From an optimization exercise on the open Yosys and OpenROAD flow, aimed at small area and a short achievable clock period; shortcuts taken in it are not production practice. Only simulation tests tie the RTL to the original design; equivalence was not proved.

## the reference run
==> flow/design.v <==
module pg3_pre (
    input  [15:0] a,
    input  [15:0] b,
    output [15:0] p,
    output [15:0] g,
    output [15:0] o
);
    assign p = a ^ b;
    assign g = a & b;
    assign o = a | b;
endmodule
module pg3_post #(parameter INV = 0) (
    input  [15:0] p,
    input  [15:0] g,
    input  [15:0] o,
    input  [15:0] ci,
    output [15:0] s,
    output [15:0] c
);
    wire [15:0] cc = INV ? ~ci : ci;
    assign s = p ^ cc;
    assign c = (cc & o) | (~cc & g);
endmodule
module add16 (
    input  [15:0] a,
    input  [15:0] b,
    output [15:0] s
);
    assign s = a + b;
endmodule
module question_6(
    input clk,
    input rst,
    input signed [15:0] x,
    output reg signed [15:0] y
);
    reg signed [15:0] s1, s2, s3;
    wire [15:0] y_sh1 = {y[15], y[15:1]};
    wire [15:0] y_sh2 = {y[15], y[15], y[15:2]};
    wire [15:0] p1, g1, o1, p2, g2, o2;
    wire [15:0] ss1, cc1, ss2, cc2;
    wire [15:0] y_n, s1_n, s2_n;
    pg3_pre pre1 (.a(s2), .b(y_sh1), .p(p1), .g(g1), .o(o1));
    pg3_pre pre2 (.a(s3), .b(y_sh2), .p(p2), .g(g2), .o(o2));
    pg3_post #(.INV(1)) post1 (.p(p1), .g(g1), .o(o1), .ci(x), .s(ss1), .c(cc1));
    pg3_post #(.INV(0)) post2 (.p(p2), .g(g2), .o(o2), .ci(x), .s(ss2), .c(cc2));
    add16 add_y  (.a(x),   .b(s1),                .s(y_n));
    add16 add_s1 (.a(ss1), .b({cc1[14:0], 1'b1}), .s(s1_n));
    add16 add_s2 (.a(ss2), .b({cc2[14:0], 1'b0}), .s(s2_n));
    always @(posedge clk or posedge rst) begin
        if (rst) begin
            s1 <= 16'sd0;
            s2 <= 16'sd0;
            s3 <= 16'sd0;
            y  <= 16'sd0;
        end else begin
            y  <= y_n;
            s1 <= s1_n;
            s2 <= s2_n;
            s3 <= y;
        end
    end
endmodule
clock: 5.0 ns
lec_check: 0
cap_margin: 20
core_margin: 2
core_utilization: 40
cts_buf_list: sky130_fd_sc_hd__clkbuf_8
cts_cluster_size: 24
setup_slack_margin: 2.5
slew_margin: 20
tns_end_percent: 100
standard.sh (not shown) runs the stock make flow with config.mk's settings and CLKGATE_MAP_FILE= SYNTH_SCRIPT=/design/flow/synth_recipe.tcl, a recipe that flattens the netlist after the stock synthesis.
==> flow/flow/run.sh <==
#!/bin/bash
# Own flow: the standard synthesis, then the combinational logic re-mapped by
# ABC with a delay target (flow/remap.tcl), then the standard layout steps.
# Each tool's output goes to a log file of its own in this folder.
set -euo pipefail
W=$(pwd)
R=$W/orfs/results/$FLOW_PLATFORM/question_6/base
D=$(cat flow/abc_delay_ps)

bash standard.sh synth > $W/log_1_standard_synth.txt 2>&1
cp $R/1_2_yosys.v $W/standard_synth.v

sed "s/{D}/$D/g" flow/abc_remap.script > $W/abc_remap.script
printf "set_driving_cell sky130_fd_sc_hd__buf_1\nset_load 5\n" > $W/abc_remap.constr
REMAP_IN=$W/standard_synth.v REMAP_OUT=$W/remap.v REMAP_SCRIPT=$W/abc_remap.script \
REMAP_CONSTR=$W/abc_remap.constr \
LIB_FILE=$FLOW_HOME/platforms/$FLOW_PLATFORM/lib/sky130_fd_sc_hd__tt_025C_1v80.lib \
  yosys -c flow/remap.tcl > $W/log_2_remap_yosys.txt 2>&1
# keep only the top module (the cell definitions were read from the library)
awk -v top="$FLOW_TOP" '$1=="module" && index($2, top "(")==1 {f=1} f{print} /^endmodule/{f=0}' $W/remap.v.all > $W/remap.v
cp $W/remap.v $R/1_2_yosys.v
rm -f $R/1_synth.odb $R/1_synth.sdc

export BUFFER_PORTS_ARGS="-buffer_cell sky130_fd_sc_hd__buf_1"
export CTS_ARGS="-sink_clustering_enable -repair_clock_nets -buf_list sky130_fd_sc_hd__clkbuf_4 -root_buf sky130_fd_sc_hd__clkbuf_8 -sink_clustering_size 16 -dont_use_dummy_load"
bash standard.sh finish > $W/log_3_standard_layout.txt 2>&1
==> flow/flow/abc_delay_ps <==
1200
==> flow/flow/abc_remap.script <==
strash
dch
map -D {D}
strash
dch
map -D {D}
topo
stime -c
buffer -c
upsize -c -D {D}
dnsize -c -D {D}
Other scripts of this flow, unchanged in this note and not shown: flow/flow/remap.tcl
> inputs changed (the reference run -> the trial run)
Settings: CORE_UTILIZATION now 60, was 40.
diff --git a/flow/flow/run.sh b/flow/flow/run.sh
--- a/flow/flow/run.sh
+++ b/flow/flow/run.sh
@@ -23,4 +23,3 @@
 
-export BUFFER_PORTS_ARGS="-buffer_cell sky130_fd_sc_hd__buf_1"
-export CTS_ARGS="-sink_clustering_enable -repair_clock_nets -buf_list sky130_fd_sc_hd__clkbuf_4 -root_buf sky130_fd_sc_hd__clkbuf_8 -sink_clustering_size 16 -dont_use_dummy_load"
+export BUFFER_PORTS_ARGS="-buffer_cell sky130_fd_sc_hd__buf_2"
 bash standard.sh finish > $W/log_3_standard_layout.txt 2>&1
==> flow/flow/abc_delay_ps <==
1300
==> flow/flow/abc_remap.script <==
strash
dch
map -D {D}
topo
stime -c
buffer -c
upsize -c -D {D}
dnsize -c -D {D}
stime -c
Notes after the runs:
The trial run reached the end of the flow, and the finished layout is clean on the timing, design-rule and antenna checks. Diff the reference run -> the trial run: die extent in y went down by 17%; final area went up by about 1.3%. Ratio of final minimum period to clock period essentially unchanged between the trial run and the reference run. Between the trial run and the reference run, it is the trial run whose number of rows created at floorplan is lower, by 7.

-- separate check: timing with driven ports --
No port has a modelled driver above. Below, the same layouts with a new extraction and two added sets of constraints. Step 1 assumes that a clkbuf_16 drives the clock port and a buf_2 every other input. Step 2 adds t to the input delays and takes it off the output delays; t is the mean of the earliest and latest rising clock arrival at the registers after step 1. Input paths then give back, and output paths get back, about the clock's delay inside the block. Three values: ideal ports, drivers, drivers and shift; two values: the first two.
run	shift t [ns]	setup slack, ns	worst setup path at the end	cell pins on the clock port's net
the reference run	0.374	2.568 / 2.580 / 2.206	input to register	1
the trial run	0.381	2.568 / 2.573 / 2.192	input to register	1
After both steps setup and hold are still met in every run listed. For the trial run, which loses most, drivers alone change the setup slack by +0.005 ns; drivers and shift together by -0.376 ns.
